Background: an optimization exercise with open tools, aiming at small area, a short achievable clock period and few clock cycles per item. Do not read the settings as production practice. Function was checked by simulation only, so behaviour that the tests miss may differ from the original.

==> job 1471: inputs <==
==> flow/design.v <==
module qr_decomp #(parameter DATA_WIDTH=16, ADDR_WIDTH=4)(
input [DATA_WIDTH-1:0] A,
input clk,reset, start,
output a_ready,    
output q_valid,    
output done,       
output [DATA_WIDTH-1:0] q1out,
output [DATA_WIDTH-1:0] q2out,
output  [DATA_WIDTH-1:0] q3out
    );
  reg [22:1] ph;
  reg        ar, qv, dn, o_q, o_c;
  wire       run   = |ph;
  wire       take0 = ~run & ~dn & start;
  wire [22:1] phn  = {ph[21:1], take0};    
  assign a_ready = take0 | ar;
  assign q_valid = qv;
  assign done    = dn;
  reg s_sqx, s_sqa, s_sqb, s_a2, s_b2, s_sa0, s_sa1, s_sa2, s_sb0, s_sb1, s_sb2;
  reg s_x0, s_x1, s_x2, s_sacc, s_sen;
  reg b_x0, b_x1, b_x2, b_nx0, b_nx1, b_nx2, b_s, b_nacc;
  reg b_rc, b_dot, b_q0, b_q1, b_q2, b_neg;
  reg c_a;                  
  reg d_a0, d_a1, d_a2, d_b0, d_b1, d_b2, d_e, d_m0, d_m1, d_m2, d_acc;
  always @(posedge clk) begin
    if (reset) begin
      ph <= 22'd0; ar <= 1'b0; qv <= 1'b0; dn <= 1'b0; o_q <= 1'b0; o_c <= 1'b0;
      {s_sqx, s_sqa, s_sqb, s_a2, s_b2, s_sa0, s_sa1, s_sa2, s_sb0, s_sb1, s_sb2} <= 11'd0;
      {s_x0, s_x1, s_x2, s_sacc, s_sen} <= 5'd0;
      {b_x0, b_x1, b_x2, b_nx0, b_nx1, b_nx2, b_s, b_nacc} <= 8'd0;
      {b_rc, b_dot, b_q0, b_q1, b_q2, b_neg} <= 6'd0;
      {d_a0, d_a1, d_a2, d_b0, d_b1, d_b2, d_e, d_m0, d_m1, d_m2, d_acc} <= 11'd0;
      c_a <= 1'b0;
    end else begin
      ph <= phn;
      if (take0) ar <= 1'b1;
      if (ph[8]) ar <= 1'b0;
      qv  <= phn[9] | phn[15] | phn[22];
      o_q <= phn[15];
      o_c <= phn[22];
      if (phn[22]) dn <= 1'b1;
      s_sqx <= phn[1] | phn[2] | phn[3];
      s_sqa <= phn[10] | phn[11] | phn[12];
      s_sqb <= phn[19] | phn[20] | phn[21];
      s_a2  <= phn[4] | phn[5] | phn[6];
      s_b2  <= phn[7] | phn[8] | phn[9];
      s_sa0 <= phn[10]; s_sa1 <= phn[11]; s_sa2 <= phn[12];
      s_sb0 <= phn[19]; s_sb1 <= phn[20]; s_sb2 <= phn[21];
      s_x0  <= phn[4] | phn[7];
      s_x1  <= phn[5] | phn[8];
      s_x2  <= phn[6] | phn[9];
      s_sacc <= ~(phn[1] | phn[4] | phn[7] | phn[10] | phn[19]);
      s_sen <= phn[1] | phn[2] | phn[3] | phn[4] | phn[5] | phn[6] | phn[7] | phn[8] | phn[9] |
               phn[10] | phn[11] | phn[12] | phn[19] | phn[20] | phn[21];
      b_x0  <= phn[5] | phn[15];
      b_x1  <= phn[6] | phn[16];
      b_x2  <= phn[8] | phn[17];
      b_nx0 <= phn[9] | phn[12];
      b_nx1 <= phn[10] | phn[13];
      b_nx2 <= phn[11] | phn[14];
      b_s   <= phn[7];
      b_nacc <= phn[18] | phn[19] | phn[20];
      b_rc  <= phn[5] | phn[6] | phn[7] | phn[8] | phn[12] | phn[13] | phn[14];
      b_dot <= phn[9] | phn[10] | phn[11];
      b_q0  <= phn[15] | phn[18];
      b_q1  <= phn[16] | phn[19];
      b_q2  <= phn[17] | phn[20];
      b_neg <= phn[9] | phn[10] | phn[11] | phn[12] | phn[13] | phn[14] | phn[18] | phn[19] | phn[20];
      c_a  <= phn[14];
      d_a0 <= phn[9];  d_a1 <= phn[10]; d_a2 <= phn[11];
      d_b0 <= phn[12]; d_b1 <= phn[13]; d_b2 <= phn[14];
      d_e  <= phn[9] | phn[10] | phn[11] | phn[12] | phn[13] | phn[14];
      d_m0 <= phn[18]; d_m1 <= phn[19]; d_m2 <= phn[20];
      d_acc <= phn[16] | phn[17];
    end
  end
  reg [15:0] X0, X1, X2;         
  reg [7:0]  A0, A1, A2;         
  reg [7:0]  B0, B1, B2;         
  reg [15:0] Q0, Q1, Q2;         
  reg [15:0] S;                  
  reg [15:0] RC;                 
  reg [15:0] DOT;                
  reg [23:0] ACC;                
  wire [15:0] cq0, cq1, cq2;
  assign q1out = o_q ? Q0 : o_c ? cq0 : X0;
  assign q2out = o_q ? Q1 : o_c ? cq1 : X1;
  assign q3out = o_q ? Q2 : o_c ? cq2 : X2;
  function [3:0] band(input [15:0] s);
    if      (s >= 16'd211) band = 4'd14;
    else if (s >= 16'd157) band = 4'd13;
    else if (s >= 16'd133) band = 4'd12;
    else if (s >= 16'd111) band = 4'd11;
    else if (s >= 16'd91)  band = 4'd10;
    else if (s >= 16'd73)  band = 4'd9;
    else if (s >= 16'd57)  band = 4'd8;
    else if (s >= 16'd43)  band = 4'd7;
    else if (s >= 16'd31)  band = 4'd6;
    else if (s >= 16'd21)  band = 4'd5;
    else if (s >= 16'd13)  band = 4'd4;
    else if (s >= 16'd7)   band = 4'd3;
    else if (s >= 16'd3)   band = 4'd2;
    else if (s != 16'd0)   band = 4'd1;
    else                   band = 4'd0;
  endfunction
  function [15:0] rcval(input [3:0] b);
    case (b)
      4'd1: rcval = 16'd256;  4'd2: rcval = 16'd128;  4'd3: rcval = 16'd84;
      4'd4: rcval = 16'd64;   4'd5: rcval = 16'd50;   4'd6: rcval = 16'd42;
      4'd7: rcval = 16'd36;   4'd8: rcval = 16'd32;   4'd9: rcval = 16'd28;
      4'd10: rcval = 16'd24;  4'd11: rcval = 16'd22;  4'd12: rcval = 16'd20;
      4'd13: rcval = 16'd18;  4'd14: rcval = 16'd16;
      default: rcval = 16'h7ffe;
    endcase
  endfunction
  function [15:0] cu8(input [7:0] v, input [3:0] b);
    reg [15:0] t1, t2, t3;
    begin
      t1 = 16'd0; t2 = 16'd0; t3 = 16'd0;
      case (b)
        4'd1: t1 = {v, 8'd0};                                               
        4'd2: t1 = {1'b0, v, 7'd0};                                         
        4'd3: begin t1 = {2'd0, v, 6'd0}; t2 = {4'd0, v, 4'd0}; t3 = {6'd0, v, 2'd0}; end  
        4'd4: t1 = {2'd0, v, 6'd0};                                         
        4'd5: begin t1 = {3'd0, v, 5'd0}; t2 = {4'd0, v, 4'd0}; t3 = {7'd0, v, 1'd0}; end  
        4'd6: begin t1 = {3'd0, v, 5'd0}; t2 = {5'd0, v, 3'd0}; t3 = {7'd0, v, 1'd0}; end  
        4'd7: begin t1 = {3'd0, v, 5'd0}; t2 = {6'd0, v, 2'd0}; end        
        4'd8: t1 = {3'd0, v, 5'd0};                                         
        4'd9: begin t1 = {4'd0, v, 4'd0}; t2 = {5'd0, v, 3'd0}; t3 = {6'd0, v, 2'd0}; end  
        4'd10: begin t1 = {4'd0, v, 4'd0}; t2 = {5'd0, v, 3'd0}; end       
        4'd11: begin t1 = {4'd0, v, 4'd0}; t2 = {6'd0, v, 2'd0}; t3 = {7'd0, v, 1'd0}; end  
        4'd12: begin t1 = {4'd0, v, 4'd0}; t2 = {6'd0, v, 2'd0}; end       
        4'd13: begin t1 = {4'd0, v, 4'd0}; t2 = {7'd0, v, 1'd0}; end       
        4'd14: t1 = {4'd0, v, 4'd0};                                        
        default: ;
      endcase
      cu8 = t1 + t2 + t3;
    end
  endfunction
  wire [3:0] sband = band(S);
  reg  [3:0] bandr;             
  wire [7:0] sa = ({8{s_sqx}} & X2[7:0]) | ({8{s_a2}} & A2) | ({8{s_b2}} & B2) |
                  ({8{s_sa0}} & A0) | ({8{s_sa1}} & A1) | ({8{s_sa2}} & A2) |
                  ({8{s_sb0}} & B0) | ({8{s_sb1}} & B1) | ({8{s_sb2}} & B2);
  wire [15:0] sb = ({16{s_sqx}} & {X2[14:8], 1'b0, X2[7:0]}) |
                   ({16{s_x0}} & X0) | ({16{s_x1}} & X1) | ({16{s_x2}} & X2) |
                   ({16{s_sqa | s_sqb}} & {8'd0, sa});
  wire [15:0] snext = sa * sb + ({16{s_sacc}} & S);
  wire [15:0] ba = ({16{b_x0}} & X0) | ({16{b_x1}} & X1) | ({16{b_x2}} & X2) |
                   ({16{b_nx0}} & ~X0) | ({16{b_nx1}} & ~X1) | ({16{b_nx2}} & ~X2) |
                   ({16{b_s}} & S) | ({16{b_nacc}} & ~ACC[23:8]);
  wire [15:0] bb = ({16{b_rc}} & RC) | ({16{b_dot}} & DOT) |
                   ({16{b_q0}} & Q0) | ({16{b_q1}} & Q1) | ({16{b_q2}} & Q2);
  wire [7:0]  av = ({8{d_a0}} & A0) | ({8{d_a1}} & A1) | ({8{d_a2}} & A2) |
                   ({8{d_b0}} & B0) | ({8{d_b1}} & B1) | ({8{d_b2}} & B2);
  wire [23:0] badd = ({24{d_e}} & {av, 16'h00ff}) |
                     ({24{d_m0}} & {X0, 8'hff}) | ({24{d_m1}} & {X1, 8'hff}) |
                     ({24{d_m2}} & {X2, 8'hff}) | ({24{d_acc}} & ACC);
  wire [7:0]  bbn  = ~bb[7:0] + 8'd1;
  wire [23:0] bcor = {24{b_neg}} & {bbn, bb};
  wire [23:0] br   = badd + bcor + ba * bb;
  wire [7:0] cv0 = c_a ? A0 : B0;
  wire [7:0] cv1 = c_a ? A1 : B1;
  wire [7:0] cv2 = c_a ? A2 : B2;
  assign cq0 = cu8(cv0, bandr);
  assign cq1 = cu8(cv1, bandr);
  assign cq2 = cu8(cv2, bandr);
  always @(posedge clk) begin
    if (a_ready) begin
      if (take0 | ph[1] | ph[2]) begin X2 <= A; X1 <= X2; X0 <= X1; end
      else if (ph[3] | ph[4] | ph[5]) begin A2 <= A[7:0]; A1 <= A2; A0 <= A1; end
      else begin B2 <= A[7:0]; B1 <= B2; B0 <= B1; end
    end
    if (s_sen) S <= snext;
    if (ph[13]) bandr <= sband;
    if (ph[21]) bandr <= band(snext);
    if (ph[4])  RC <= rcval(sband);
    if (ph[10]) RC <= S;
    if (ph[5])  X0 <= br[15:0];
    if (ph[6])  X1 <= br[15:0];
    if (ph[7])  DOT <= br[15:0];
    if (ph[8])  X2 <= br[15:0];
    if (ph[9])  A0 <= br[23:16];
    if (ph[10]) A1 <= br[23:16];
    if (ph[11]) A2 <= br[23:16];
    if (ph[12]) X0 <= br[23:8];
    if (ph[13]) X1 <= br[23:8];
    if (ph[14]) X2 <= br[23:8];
    if (ph[15] | ph[16] | ph[17]) ACC <= br;
    if (ph[18]) B0 <= br[23:16];
    if (ph[19]) B1 <= br[23:16];
    if (ph[20]) B2 <= br[23:16];
    if (ph[14]) begin Q0 <= cq0; Q1 <= cq1; Q2 <= cq2; end
  end
endmodule
==> flow/run.sh <==
#!/bin/bash
# synth_recipe.tcl (not shown) runs the flow's synth.tcl, then flattens the netlist and writes it again
# the make line also repeats each setting of config.mk as NAME=value (left out here)
make -C /OpenROAD-flow-scripts/flow DESIGN_CONFIG=/design/flow/config.mk WORK_HOME=/design/flow/orfs CLKGATE_MAP_FILE= SYNTH_SCRIPT=/design/flow/synth_recipe.tcl finish
==> flow/config.mk <==
export PLATFORM = sky130hd
export DESIGN_NAME = qr_decomp
export DESIGN_NICKNAME = qr_decomp
export VERILOG_FILES = /design/flow/design.v
export SDC_FILE = /design/flow/constraint.sdc
export NUM_CORES = 4
export LEC_CHECK = 0
export CAP_MARGIN = 20
export CORE_MARGIN = 2
export CORE_UTILIZATION = 40
export SETUP_SLACK_MARGIN = 5
export SLEW_MARGIN = 20
==> flow/constraint.sdc <==
create_clock -name core_clock -period 13.0 [get_ports {clk}]
set_input_delay 2.6000 -clock core_clock [delete_from_list [all_inputs] [get_ports {clk}]]
set_output_delay 2.6000 -clock core_clock [all_outputs]
set_load 0.01 [all_outputs]
==> job 5900 (differences from job 1471) <==
==> flow/design.v, changed modules only <==
module qr_decomp #(parameter DATA_WIDTH=16, ADDR_WIDTH=4)(
input [DATA_WIDTH-1:0] A,
input clk,reset, start,
output a_ready,    
output q_valid,    
output done,       
output [DATA_WIDTH-1:0] q1out,
output [DATA_WIDTH-1:0] q2out,
output  [DATA_WIDTH-1:0] q3out
    );
  reg [21:1] ph;
  reg        ar, qv, dn, o_q, o_c;
  wire       run   = |ph;
  wire       take0 = ~run & ~dn & start & ~reset;
  wire [21:1] phn  = {ph[20:1], take0};    
  assign a_ready = take0 | ar;
  assign q_valid = qv;
  assign done    = dn;
  reg s_sqx, s_sqa, s_sqb, s_a2, s_b2, s_sa0, s_sa1, s_sa2, s_sb0, s_sb1, s_sb2;
  reg s_x0, s_x1, s_x2, s_sacc;
  reg b_x0, b_x1, b_x2, b_s, b_rca;
  reg b_rc, b_q0, b_q1, b_q2;
  reg c_a;                  
  reg d_a0, d_a1, d_a2, d_b0, d_b1, d_b2, d_e, d_m0, d_m1, d_m2, d_acc;
  always @(posedge clk) begin
    if (reset) begin
      ph <= 21'd0; ar <= 1'b0; qv <= 1'b0; dn <= 1'b0; o_q <= 1'b0; o_c <= 1'b0;
      {s_sqx, s_sqa, s_sqb, s_a2, s_b2, s_sa0, s_sa1, s_sa2, s_sb0, s_sb1, s_sb2} <= 11'd0;
      {s_x0, s_x1, s_x2, s_sacc} <= 4'd0;
      {b_x0, b_x1, b_x2, b_s, b_rca} <= 5'd0;
      {b_rc, b_q0, b_q1, b_q2} <= 4'd0;
      {d_a0, d_a1, d_a2, d_b0, d_b1, d_b2, d_e, d_m0, d_m1, d_m2, d_acc} <= 11'd0;
      c_a <= 1'b0;
    end else begin
      ph <= phn;
      if (take0) ar <= 1'b1;
      if (ph[8]) ar <= 1'b0;
      qv  <= phn[7] | phn[14] | phn[21];
      o_q <= phn[14];
      o_c <= phn[21];
      if (phn[21]) dn <= 1'b1;
      s_sqx <= phn[1] | phn[2] | phn[3];
      s_a2  <= phn[4] | phn[5] | phn[6];
      s_b2  <= phn[7] | phn[8] | phn[9];
      s_x0  <= phn[4] | phn[7];
      s_x1  <= phn[5] | phn[8];
      s_x2  <= phn[6] | phn[9];
      s_sqa <= phn[10] | phn[11] | phn[12];
      s_sa0 <= phn[10]; s_sa1 <= phn[11]; s_sa2 <= phn[12];
      s_sqb <= phn[18] | phn[19] | phn[20];
      s_sb0 <= phn[18]; s_sb1 <= phn[19]; s_sb2 <= phn[20];
      s_sacc <= ~(phn[1] | phn[4] | phn[7] | phn[10] | phn[18]);
      b_x0  <= phn[4] | phn[8] | phn[11] | phn[14];
      b_x1  <= phn[5] | phn[9] | phn[12] | phn[15];
      b_x2  <= phn[6] | phn[10] | phn[13] | phn[16];
      b_s   <= phn[7];
      b_rca <= phn[17] | phn[18] | phn[19];
      b_rc  <= (|phn[13:4]);
      b_q0  <= phn[14] | phn[17];
      b_q1  <= phn[15] | phn[18];
      b_q2  <= phn[16] | phn[19];
      d_a0 <= phn[8];  d_a1 <= phn[9];  d_a2 <= phn[10];
      d_b0 <= phn[11]; d_b1 <= phn[12]; d_b2 <= phn[13];
      d_e  <= |phn[13:8];
      d_m0 <= phn[17]; d_m1 <= phn[18]; d_m2 <= phn[19];
      d_acc <= phn[15] | phn[16];
      c_a  <= phn[13];
    end
  end
  reg [15:0] X0, X1, X2;         
  reg [7:0]  A0, A1, A2;         
  reg [7:0]  B0, B1, B2;         
  reg [15:0] Q0, Q1, Q2;         
  reg [15:0] S;                  
  reg [15:0] RC;                 
  wire [15:0] cq0, cq1, cq2;
  assign q1out = o_c ? cq0 : o_q ? Q0 : X0;
  assign q2out = o_c ? cq1 : o_q ? Q1 : X1;
  assign q3out = o_c ? cq2 : o_q ? Q2 : X2;
  function [3:0] band(input [15:0] s);
    if      (s >= 16'd211) band = 4'd14;
    else if (s >= 16'd157) band = 4'd13;
    else if (s >= 16'd133) band = 4'd12;
    else if (s >= 16'd111) band = 4'd11;
    else if (s >= 16'd91)  band = 4'd10;
    else if (s >= 16'd73)  band = 4'd9;
    else if (s >= 16'd57)  band = 4'd8;
    else if (s >= 16'd43)  band = 4'd7;
    else if (s >= 16'd31)  band = 4'd6;
    else if (s >= 16'd21)  band = 4'd5;
    else if (s >= 16'd13)  band = 4'd4;
    else if (s >= 16'd7)   band = 4'd3;
    else if (s >= 16'd3)   band = 4'd2;
    else if (s != 16'd0)   band = 4'd1;
    else                   band = 4'd0;
  endfunction
  function [15:0] rcval(input [3:0] b);
    case (b)
      4'd1: rcval = 16'd256;  4'd2: rcval = 16'd128;  4'd3: rcval = 16'd84;
      4'd4: rcval = 16'd64;   4'd5: rcval = 16'd50;   4'd6: rcval = 16'd42;
      4'd7: rcval = 16'd36;   4'd8: rcval = 16'd32;   4'd9: rcval = 16'd28;
      4'd10: rcval = 16'd24;  4'd11: rcval = 16'd22;  4'd12: rcval = 16'd20;
      4'd13: rcval = 16'd18;  4'd14: rcval = 16'd16;
      default: rcval = 16'h7ffe;
    endcase
  endfunction
  function [15:0] cu8(input [7:0] v, input [3:0] b);
    reg [15:0] t1, t2, t3;
    begin
      t1 = 16'd0; t2 = 16'd0; t3 = 16'd0;
      case (b)
        4'd1: t1 = {v, 8'd0};                                               
        4'd2: t1 = {1'b0, v, 7'd0};                                         
        4'd3: begin t1 = {2'd0, v, 6'd0}; t2 = {4'd0, v, 4'd0}; t3 = {6'd0, v, 2'd0}; end  
        4'd4: t1 = {2'd0, v, 6'd0};                                         
        4'd5: begin t1 = {3'd0, v, 5'd0}; t2 = {4'd0, v, 4'd0}; t3 = {7'd0, v, 1'd0}; end  
        4'd6: begin t1 = {3'd0, v, 5'd0}; t2 = {5'd0, v, 3'd0}; t3 = {7'd0, v, 1'd0}; end  
        4'd7: begin t1 = {3'd0, v, 5'd0}; t2 = {6'd0, v, 2'd0}; end        
        4'd8: t1 = {3'd0, v, 5'd0};                                         
        4'd9: begin t1 = {4'd0, v, 4'd0}; t2 = {5'd0, v, 3'd0}; t3 = {6'd0, v, 2'd0}; end  
        4'd10: begin t1 = {4'd0, v, 4'd0}; t2 = {5'd0, v, 3'd0}; end       
        4'd11: begin t1 = {4'd0, v, 4'd0}; t2 = {6'd0, v, 2'd0}; t3 = {7'd0, v, 1'd0}; end  
        4'd12: begin t1 = {4'd0, v, 4'd0}; t2 = {6'd0, v, 2'd0}; end       
        4'd13: begin t1 = {4'd0, v, 4'd0}; t2 = {7'd0, v, 1'd0}; end       
        4'd14: t1 = {4'd0, v, 4'd0};                                        
        default: ;
      endcase
      cu8 = t1 + t2 + t3;
    end
  endfunction
  reg  [3:0] bandr;             
  wire [7:0] sa = ({8{s_sqx}} & X2[7:0]) | ({8{s_a2}} & A2) | ({8{s_b2}} & B2) |
                  ({8{s_sa0}} & A0) | ({8{s_sa1}} & A1) | ({8{s_sa2}} & A2) |
                  ({8{s_sb0}} & B0) | ({8{s_sb1}} & B1) | ({8{s_sb2}} & B2);
  wire [15:0] sb = ({16{s_sqx}} & {X2[14:8], 1'b0, X2[7:0]}) |
                   ({16{s_x0}} & X0) | ({16{s_x1}} & X1) | ({16{s_x2}} & X2) |
                   ({16{s_sqa | s_sqb}} & {8'd0, sa});
  wire [15:0] snext = sa * sb + ({16{s_sacc}} & S);
  wire [15:0] ba = ({16{b_x0}} & X0) | ({16{b_x1}} & X1) | ({16{b_x2}} & X2) |
                   ({16{b_s}} & S) | ({16{b_rca}} & RC);
  wire [15:0] bb = ({16{b_rc}} & RC) |
                   ({16{b_q0}} & Q0) | ({16{b_q1}} & Q1) | ({16{b_q2}} & Q2);
  wire [7:0]  av = ({8{d_a0}} & A0) | ({8{d_a1}} & A1) | ({8{d_a2}} & A2) |
                   ({8{d_b0}} & B0) | ({8{d_b1}} & B1) | ({8{d_b2}} & B2);
  wire [23:0] badd = ({24{d_e}} & {~av, 16'hff00}) |
                     ({24{d_m0}} & {~X0, 8'h00}) | ({24{d_m1}} & {~X1, 8'h00}) |
                     ({24{d_m2}} & {~X2, 8'h00}) | ({24{d_acc}} & {RC, B0});
  wire [23:0] br   = badd + ba * bb;
  wire [7:0] cv0 = c_a ? A0 : B0;
  wire [7:0] cv1 = c_a ? A1 : B1;
  wire [7:0] cv2 = c_a ? A2 : B2;
  assign cq0 = cu8(cv0, bandr);
  assign cq1 = cu8(cv1, bandr);
  assign cq2 = cu8(cv2, bandr);
  always @(posedge clk) begin
    if (a_ready) begin
      if (take0 | ph[1] | ph[2]) begin X2 <= A; X1 <= X2; X0 <= X1; end
      else if (ph[3] | ph[4] | ph[5]) begin A2 <= A[7:0]; A1 <= A2; A0 <= A1; end
      else begin B2 <= A[7:0]; B1 <= B2; B0 <= B1; end
    end
    S <= snext;                
    if (ph[3])  RC <= rcval(band(snext));
    if (ph[10]) RC <= S;
    if (ph[12] | ph[20]) bandr <= band(snext);
    if (ph[4])  X0 <= br[15:0];
    if (ph[5])  X1 <= br[15:0];
    if (ph[6])  X2 <= br[15:0];
    if (ph[7])  RC <= br[15:0];
    if (ph[8])  A0 <= ~br[23:16];
    if (ph[9])  A1 <= ~br[23:16];
    if (ph[10]) A2 <= ~br[23:16];
    if (ph[11]) X0 <= ~br[23:8];
    if (ph[12]) X1 <= ~br[23:8];
    if (ph[13]) X2 <= ~br[23:8];
    if (ph[14] | ph[15] | ph[16]) begin RC <= br[23:8]; B0 <= br[7:0]; end
    if (ph[17]) B0 <= ~br[23:16];
    if (ph[18]) B1 <= ~br[23:16];
    if (ph[19]) B2 <= ~br[23:16];
    if (ph[13]) begin Q0 <= cq0; Q1 <= cq1; Q2 <= cq2; end
  end
endmodule
Settings changed: CAP_MARGIN 20 to 40, CTS_BUF_LIST set to sky130_fd_sc_hd__clkbuf_8 sky130_fd_sc_hd__clkbuf_4, SLEW_MARGIN 20 to 40.
==> impl_metrics.ini <==
[outcome]
outcome = finished clean

[floorplanning]
core_area_sq_mm = 0.06563

[cells_and_area]
top_register = ph
clk_share = 0.03084

[route]
num_vias = 25180
-- figures above: job 5900

==> impl_metrics.ini <==
[cells_and_area]
top_register = ACC
clk_share = 0.03056

[outcome]
outcome = finished clean

[route]
num_vias = 25970

[floorplanning]
core_area_sq_mm = 0.07321

[global_route]
met3_usage = 0.06245
-- figures above: job 1471

Testbench counts of job 1471, summed over its fixed seeds: cycles 1,920, matrices 80.
Testbench counts of job 5900, summed over its fixed seeds: cycles 1,840, matrices 80.

-- port drivers added, routing unchanged --
No port has a modelled driver above. Below, the same layouts with a new extraction and two added sets of constraints. Step 1 sets driving cells, clkbuf_16 on the clock port and buf_2 on the other inputs (assumed; they add their load-dependent delay and slew). Step 2 times the ports against the registers' clock, not the clock port: input delays grow and output delays shrink by t, the midpoint of the rising clock arrivals with the driver on. Slacks: no drivers / after step 1 / after step 2; pairs: no drivers / after step 1.
| run | shift t [ns] | setup WS [ns] | slew at the worst register clock pin (ns) | worst data-port slew with drivers (ns) | pins driven straight from the clock port |
|---|---|---|---|---|---|
| job 1471 | 0.663 | 5.095 / 5.030 / 5.208 | 0.07 / 0.07 | 0.03 | 1 |
| job 5900 | 0.669 | 5.019 / 4.970 / 5.110 | 0.07 / 0.07 | 0.04 | 1 |
After both steps setup and hold are still met in every run listed.
